This is an optimization exercise on Yosys and OpenROAD, whose aim is small area and a short achievable clock period, not a production implementation. Power and IR drop assume default switching activity.

==> flow/design.v <==
module UART_TX_CTRL (
    input  wire       CLK,
    input  wire       rst,
    input  wire       send,
    input  wire       load,
    input  wire [7:0] load_data,
    output wire       ready,
    output wire       UART_TX
);
localparam [1:0] RDY  = 2'b01,
                 LOAD = 2'b10,
                 SEND = 2'b11;
reg        tx_bit;
reg  [1:0] tx_state;
reg  [7:0] tx_data;
reg  [3:0] index;
reg  [3:0] tx_tmr;
wire       bit_done = (tx_tmr == 4'd15);
always @(posedge CLK) begin
    if (rst)
        tx_state <= RDY;
    else
    case (tx_state)
        RDY:
            if (send)
                tx_state <= LOAD;
        LOAD:
            tx_state <= SEND;
        SEND:
            if (bit_done)
                tx_state <= (index == 4'd10) ? RDY : LOAD;
        default:
            tx_state <= RDY;
    endcase
end
always @(posedge CLK) begin
    if (rst || tx_state == RDY)
        tx_tmr <= 4'd0;
    else
        tx_tmr <= tx_tmr + 4'd1;
end
always @(posedge CLK) begin
    if (rst || tx_state == RDY)
        index <= 4'd0;
    else if (tx_state == LOAD)
        index <= index + 4'd1;
end
always @(posedge CLK) begin
    if (load)
        tx_data <= load_data;
end
reg frame_bit;
always @(*) begin
    case (index)
        4'd0: frame_bit = 1'b0;
        4'd1: frame_bit = tx_data[0];
        4'd2: frame_bit = tx_data[1];
        4'd3: frame_bit = tx_data[2];
        4'd4: frame_bit = tx_data[3];
        4'd5: frame_bit = tx_data[4];
        4'd6: frame_bit = tx_data[5];
        4'd7: frame_bit = tx_data[6];
        4'd8: frame_bit = tx_data[7];
        default: frame_bit = 1'b1;
    endcase
end
always @(posedge CLK) begin
    if (rst || tx_state == RDY)
        tx_bit <= 1'b1;
    else if (tx_state == LOAD)
        tx_bit <= frame_bit;
end
assign UART_TX = tx_bit;
assign ready   = (tx_state == RDY);
endmodule
module UART_RX_CTRL (
    input  wire       CLK,
    input  wire       rst,
    input  wire       UART_RX,
    output reg  [7:0] recv_data,
    output wire       vald_data
);
localparam [2:0] WAIT_START  = 3'b001,
                 STORE_START = 3'b010,
                 STORE_DATA  = 3'b011,
                 STORE_STOP  = 3'b100,
                 STORE_LAST  = 3'b101;
reg  [2:0] rx_reg;
reg  [2:0] rx_state;
reg  [3:0] rx_tmr;
reg  [2:0] bit_count;
wire startbit_detected = rx_state[0] & rx_reg[2] & ~rx_reg[1];
wire sample_point      = (rx_tmr == 4'd0);
always @(posedge CLK) begin
    if (rst)
        rx_reg <= 3'd0;
    else
        rx_reg <= {rx_reg[1:0], UART_RX};
end
always @(posedge CLK) begin
    if (rst || startbit_detected)
        rx_tmr <= 4'd0;
    else
        rx_tmr <= rx_tmr + 4'd1;
end
always @(posedge CLK) begin
    if (rst) begin
        rx_state  <= WAIT_START;
        bit_count <= 3'd0;
    end
    else
    case (rx_state)
        WAIT_START:
            if (startbit_detected) begin
                rx_state  <= STORE_START;
                bit_count <= 3'd0;
            end
        STORE_START:
            if (sample_point)
                rx_state <= rx_reg[1] ? WAIT_START : STORE_DATA;
        STORE_DATA:
            if (sample_point) begin
                recv_data <= {rx_reg[1], recv_data[7:1]};
                if (bit_count == 3'd7)
                    rx_state <= STORE_STOP;
                else
                    bit_count <= bit_count + 3'd1;
            end
        STORE_STOP:
            if (sample_point)
                rx_state <= rx_reg[1] ? STORE_LAST : WAIT_START;
        default:
            rx_state <= WAIT_START;
    endcase
end
assign vald_data = (rx_state == STORE_LAST);
endmodule
module FIFO (
    input  wire       CLK,
    input  wire       rst,
    input  wire       w_enable,
    input  wire       r_enable,
    input  wire [7:0] w_data,
    output wire [7:0] head,      
    output reg        nempty,    
    output reg        full       
);
reg  [8:0] count;
reg        one;      
reg        two;      
reg  [4:0] ph;
reg  [7:0] w_buf;
reg        w_pend;
reg  [7:0] w_addr;
reg  [7:0] r_addr;
reg  [7:0] head_buf;
reg        fetch;
reg        hit;
reg  [7:0] wsel;
wire [7:0] tap [0:7];
always @(posedge CLK) begin
    if (rst)
        ph <= 5'd0;
    else
        ph <= ph + 5'd1;
end
genvar l, b;
generate
    for (l = 0; l < 8; l = l + 1) begin : lane
        for (b = 0; b < 8; b = b + 1) begin : bits
            reg [31:0] ring;
            always @(posedge CLK)
                ring <= {ring[30:0], wsel[l] ? w_buf[b] : ring[31]};
            assign tap[l][b] = ring[31];
        end
        always @(posedge CLK) begin
            if (rst)
                wsel[l] <= 1'b0;
            else
                wsel[l] <= w_pend && (ph == w_addr[7:3]) && (w_addr[2:0] == l);
        end
    end
endgenerate
wire flush = |wsel;
always @(posedge CLK) begin
    if (w_enable)
        w_buf <= w_data;
end
always @(posedge CLK) begin
    if (rst) begin
        w_pend <= 1'b0;
        w_addr <= 8'd0;
    end
    else if (w_enable)
        w_pend <= 1'b1;
    else if (flush) begin
        w_pend <= 1'b0;
        w_addr <= w_addr + 8'd1;
    end
end
always @(posedge CLK) begin
    if (rst)
        r_addr <= 8'd0;
    else if (r_enable)
        r_addr <= r_addr + 8'd1;
end
always @(posedge CLK) begin
    if (rst) begin
        fetch <= 1'b0;
        hit   <= 1'b0;
    end
    else begin
        hit <= fetch && (ph == r_addr[7:3]);
        if (r_enable && !one && !two)
            fetch <= 1'b1;
        else if (ph == r_addr[7:3])
            fetch <= 1'b0;
    end
end
always @(posedge CLK) begin
    if ((w_enable && !r_enable && one) || (r_enable && two))
        head_buf <= w_buf;
    else if (hit)
        head_buf <= tap[r_addr[2:0]];
end
assign head = one ? w_buf : head_buf;
always @(posedge CLK) begin
    if (rst) begin
        count  <= 9'd0;
        nempty <= 1'b0;
        one    <= 1'b0;
        two    <= 1'b0;
        full   <= 1'b0;
    end
    else if (w_enable && !r_enable) begin
        count  <= count + 9'd1;
        nempty <= 1'b1;
        one    <= !nempty;
        two    <= one;
        full   <= (count == 9'd255);
    end
    else if (r_enable && !w_enable) begin
        count  <= count - 9'd1;
        nempty <= !one;
        one    <= two;
        two    <= (count == 9'd3);
        full   <= 1'b0;
    end
end
endmodule
module UART (
    input  wire CLK,        
    input  wire rst,        
    input  wire btn_0,      
    output wire UART_TX,    
    input  wire UART_RX     
);
localparam [1:0] WAIT_ACTI = 2'd0,
                 SEND_CHAR = 2'd1,
                 RDY       = 2'd2,
                 WAIT_RDY  = 2'd3;
localparam       BTN       = 1'b0,
                 PARROT    = 1'b1;
reg  [1:0] uart_state;
reg  [3:0] str_idx;
reg        send_mode;
reg        send_char;
reg  [7:0] btn_char;
wire       ready;
wire [7:0] recv_data;
wire       vald_data;
wire [7:0] head;
wire       nempty;
wire       full;
wire w_enable = vald_data && !full;
wire r_enable = nempty && (uart_state == WAIT_ACTI);
always @(*) begin
    case (str_idx[2:0])
        3'd0: btn_char = 8'h02;  
        3'd1: btn_char = 8'h41;  
        3'd2: btn_char = 8'h52;  
        3'd3: btn_char = 8'h54;  
        3'd4: btn_char = 8'h59;  
        3'd5: btn_char = 8'h0D;  
        3'd6: btn_char = 8'h0A;  
        default: btn_char = 8'h03;  
    endcase
end
wire       tx_load      = r_enable || (uart_state == SEND_CHAR && send_mode == BTN);
wire [7:0] tx_load_data = r_enable ? head : btn_char;
UART_TX_CTRL uart_tx_ctrl (
    .CLK(CLK),
    .rst(rst),
    .send(send_char),
    .load(tx_load),
    .load_data(tx_load_data),
    .ready(ready),
    .UART_TX(UART_TX)
);
UART_RX_CTRL uart_rx_ctrl (
    .CLK(CLK),
    .rst(rst),
    .UART_RX(UART_RX),
    .recv_data(recv_data),
    .vald_data(vald_data)
);
FIFO fifo (
    .CLK(CLK),
    .rst(rst),
    .w_enable(w_enable),
    .r_enable(r_enable),
    .w_data(recv_data),
    .head(head),
    .nempty(nempty),
    .full(full)
);
always @(posedge CLK) begin
    if (rst) begin
        uart_state <= WAIT_ACTI;
        send_mode  <= BTN;
    end
    else
    case (uart_state)
        WAIT_ACTI:
            if (r_enable) begin
                uart_state <= SEND_CHAR;
                send_mode  <= PARROT;
            end
            else if (btn_0) begin
                uart_state <= SEND_CHAR;
                send_mode  <= BTN;
            end
        SEND_CHAR:
            uart_state <= RDY;
        RDY:
            uart_state <= WAIT_RDY;
        WAIT_RDY:
            if (ready) begin
                if (send_mode == PARROT || str_idx == 4'd8)
                    uart_state <= WAIT_ACTI;
                else
                    uart_state <= SEND_CHAR;
            end
    endcase
end
always @(posedge CLK) begin
    if (rst || uart_state == WAIT_ACTI)
        str_idx <= 4'd0;
    else if (uart_state == SEND_CHAR)
        str_idx <= str_idx + 4'd1;
end
always @(posedge CLK) begin
    if (rst)
        send_char <= 1'b0;
    else
        send_char <= (uart_state == SEND_CHAR);
end
endmodule
Settings: LEC_CHECK=0, CAP_MARGIN=20, CORE_MARGIN=2, CORE_UTILIZATION=40, SLEW_MARGIN=20; clock period 10.0 ns.
run.sh (not shown) runs the stock make flow with config.mk's settings and CLKGATE_MAP_FILE= SYNTH_SCRIPT=/design/flow/synth_recipe.tcl, a recipe that flattens the netlist after the stock synthesis.
==> next run, changes <==
--- a/flow/design.v
+++ b/flow/design.v
@@ -38,5 +38,5 @@
         tx_tmr <= 4'd0;
     else
-        tx_tmr <= tx_tmr + 4'd1;
+        tx_tmr <= tx_tmr ^ {&tx_tmr[2:0], &tx_tmr[1:0], tx_tmr[0], 1'b1};
 end
 always @(posedge CLK) begin
@@ -44,5 +44,5 @@
         index <= 4'd0;
     else if (tx_state == LOAD)
-        index <= index + 4'd1;
+        index <= index ^ {&index[2:0], &index[1:0], index[0], 1'b1};
 end
 always @(posedge CLK) begin
@@ -102,5 +102,5 @@
         rx_tmr <= 4'd0;
     else
-        rx_tmr <= rx_tmr + 4'd1;
+        rx_tmr <= rx_tmr ^ {&rx_tmr[2:0], &rx_tmr[1:0], rx_tmr[0], 1'b1};
 end
 always @(posedge CLK) begin
@@ -125,5 +125,5 @@
                     rx_state <= STORE_STOP;
                 else
-                    bit_count <= bit_count + 3'd1;
+                    bit_count <= bit_count ^ {&bit_count[1:0], bit_count[0], 1'b1};
             end
         STORE_STOP:
@@ -157,11 +157,16 @@
 reg        fetch;
 reg        hit;
-reg  [7:0] wsel;
+reg        flush;
+wire [7:0] wsel;
 wire [7:0] tap [0:7];
+function [7:0] inc8;
+    input [7:0] x;
+    inc8 = x ^ {&x[6:0], &x[5:0], &x[4:0], &x[3:0], &x[2:0], &x[1:0], x[0], 1'b1};
+endfunction
 always @(posedge CLK) begin
     if (rst)
         ph <= 5'd0;
     else
-        ph <= ph + 5'd1;
+        ph <= ph ^ {&ph[3:0], &ph[2:0], &ph[1:0], ph[0], 1'b1};
 end
 genvar l, b;
@@ -174,13 +179,13 @@
             assign tap[l][b] = ring[31];
         end
-        always @(posedge CLK) begin
-            if (rst)
-                wsel[l] <= 1'b0;
-            else
-                wsel[l] <= w_pend && (ph == w_addr[7:3]) && (w_addr[2:0] == l);
-        end
+        assign wsel[l] = flush && (w_addr[2:0] == l);
     end
 endgenerate
-wire flush = |wsel;
+always @(posedge CLK) begin
+    if (rst)
+        flush <= 1'b0;
+    else
+        flush <= w_pend && !flush && (ph == w_addr[7:3]);
+end
 always @(posedge CLK) begin
     if (w_enable)
@@ -196,5 +201,5 @@
     else if (flush) begin
         w_pend <= 1'b0;
-        w_addr <= w_addr + 8'd1;
+        w_addr <= inc8(w_addr);
     end
 end
@@ -203,5 +208,5 @@
         r_addr <= 8'd0;
     else if (r_enable)
-        r_addr <= r_addr + 8'd1;
+        r_addr <= inc8(r_addr);
 end
 always @(posedge CLK) begin
@@ -234,5 +239,5 @@
     end
     else if (w_enable && !r_enable) begin
-        count  <= count + 9'd1;
+        count  <= count ^ {&count[7:0], &count[6:0], &count[5:0], &count[4:0], &count[3:0], &count[2:0], &count[1:0], count[0], 1'b1};
         nempty <= 1'b1;
         one    <= !nempty;
@@ -241,5 +246,5 @@
     end
     else if (r_enable && !w_enable) begin
-        count  <= count - 9'd1;
+        count  <= count ^ {~|count[7:0], ~|count[6:0], ~|count[5:0], ~|count[4:0], ~|count[3:0], ~|count[2:0], ~|count[1:0], ~count[0], 1'b1};
         nempty <= !one;
         one    <= two;
@@ -348,5 +353,5 @@
         str_idx <= 4'd0;
     else if (uart_state == SEND_CHAR)
-        str_idx <= str_idx + 4'd1;
+        str_idx <= str_idx ^ {&str_idx[2:0], &str_idx[1:0], str_idx[0], 1'b1};
 end
 always @(posedge CLK) begin
After rerunning: The changed run finished clean. Count of clock-buffer cells in the layout came out higher by 3. Core utilization came out lower by 0.14 points. Synthesized cell count came out lower by 2.1%. Non-clock buffer count stays the same. Power came out lower by 0.44%. Worst setup slack improved by 0.24 ns. Via count came out lower by 2.2%. Final area came out lower by 0.70%. Hold slack hardly moves. Die area came out lower by 0.70%. First-iteration DRC count came out lower by 14%. Clock skew barely changes. Area after synthesis came out lower by 0.71%. Routed wire length came out lower by 2.7%.
No run of this note included a check of the RTL's function; only the layout flow was run.

==> static timing again, ports no longer ideal <==
In the flow no input, the clock included, has a driving cell. The finished layouts below were timed again as built, in two steps.
Step 1 (the two cells are an assumption about what drives the block):
set clk [get_ports {CLK}]
set_driving_cell -lib_cell sky130_fd_sc_hd__clkbuf_16 $clk
set_driving_cell -lib_cell sky130_fd_sc_hd__buf_2 [delete_from_list [all_inputs] $clk]
Step 2 also shifts input and output timing later by t, the mid clock arrival at the registers, as if the neighbouring blocks saw the same clock.
a / b / c = ideal ports / drivers / drivers and shift; a / b = the first two.
| run | t, ns | slack for setup (ns) | hold WS [ns] | slew at the worst register clock pin (ns) | worst data-port slew with drivers (ns) |
|---|---|---|---|---|---|
| the first run | 0.812 | 6.102 / 6.102 / 6.102 | 0.302 / 0.302 / 0.302 | 0.06 / 0.06 | 0.05 |
| the second run | 0.817 | 6.339 / 6.271 / 6.316 | 0.301 / 0.301 / 0.301 | 0.07 / 0.07 | 0.07 |
After both steps every run listed still meets setup and hold. For the second run, which loses most, drivers alone change the setup slack by -0.068 ns; drivers and shift together by -0.023 ns.
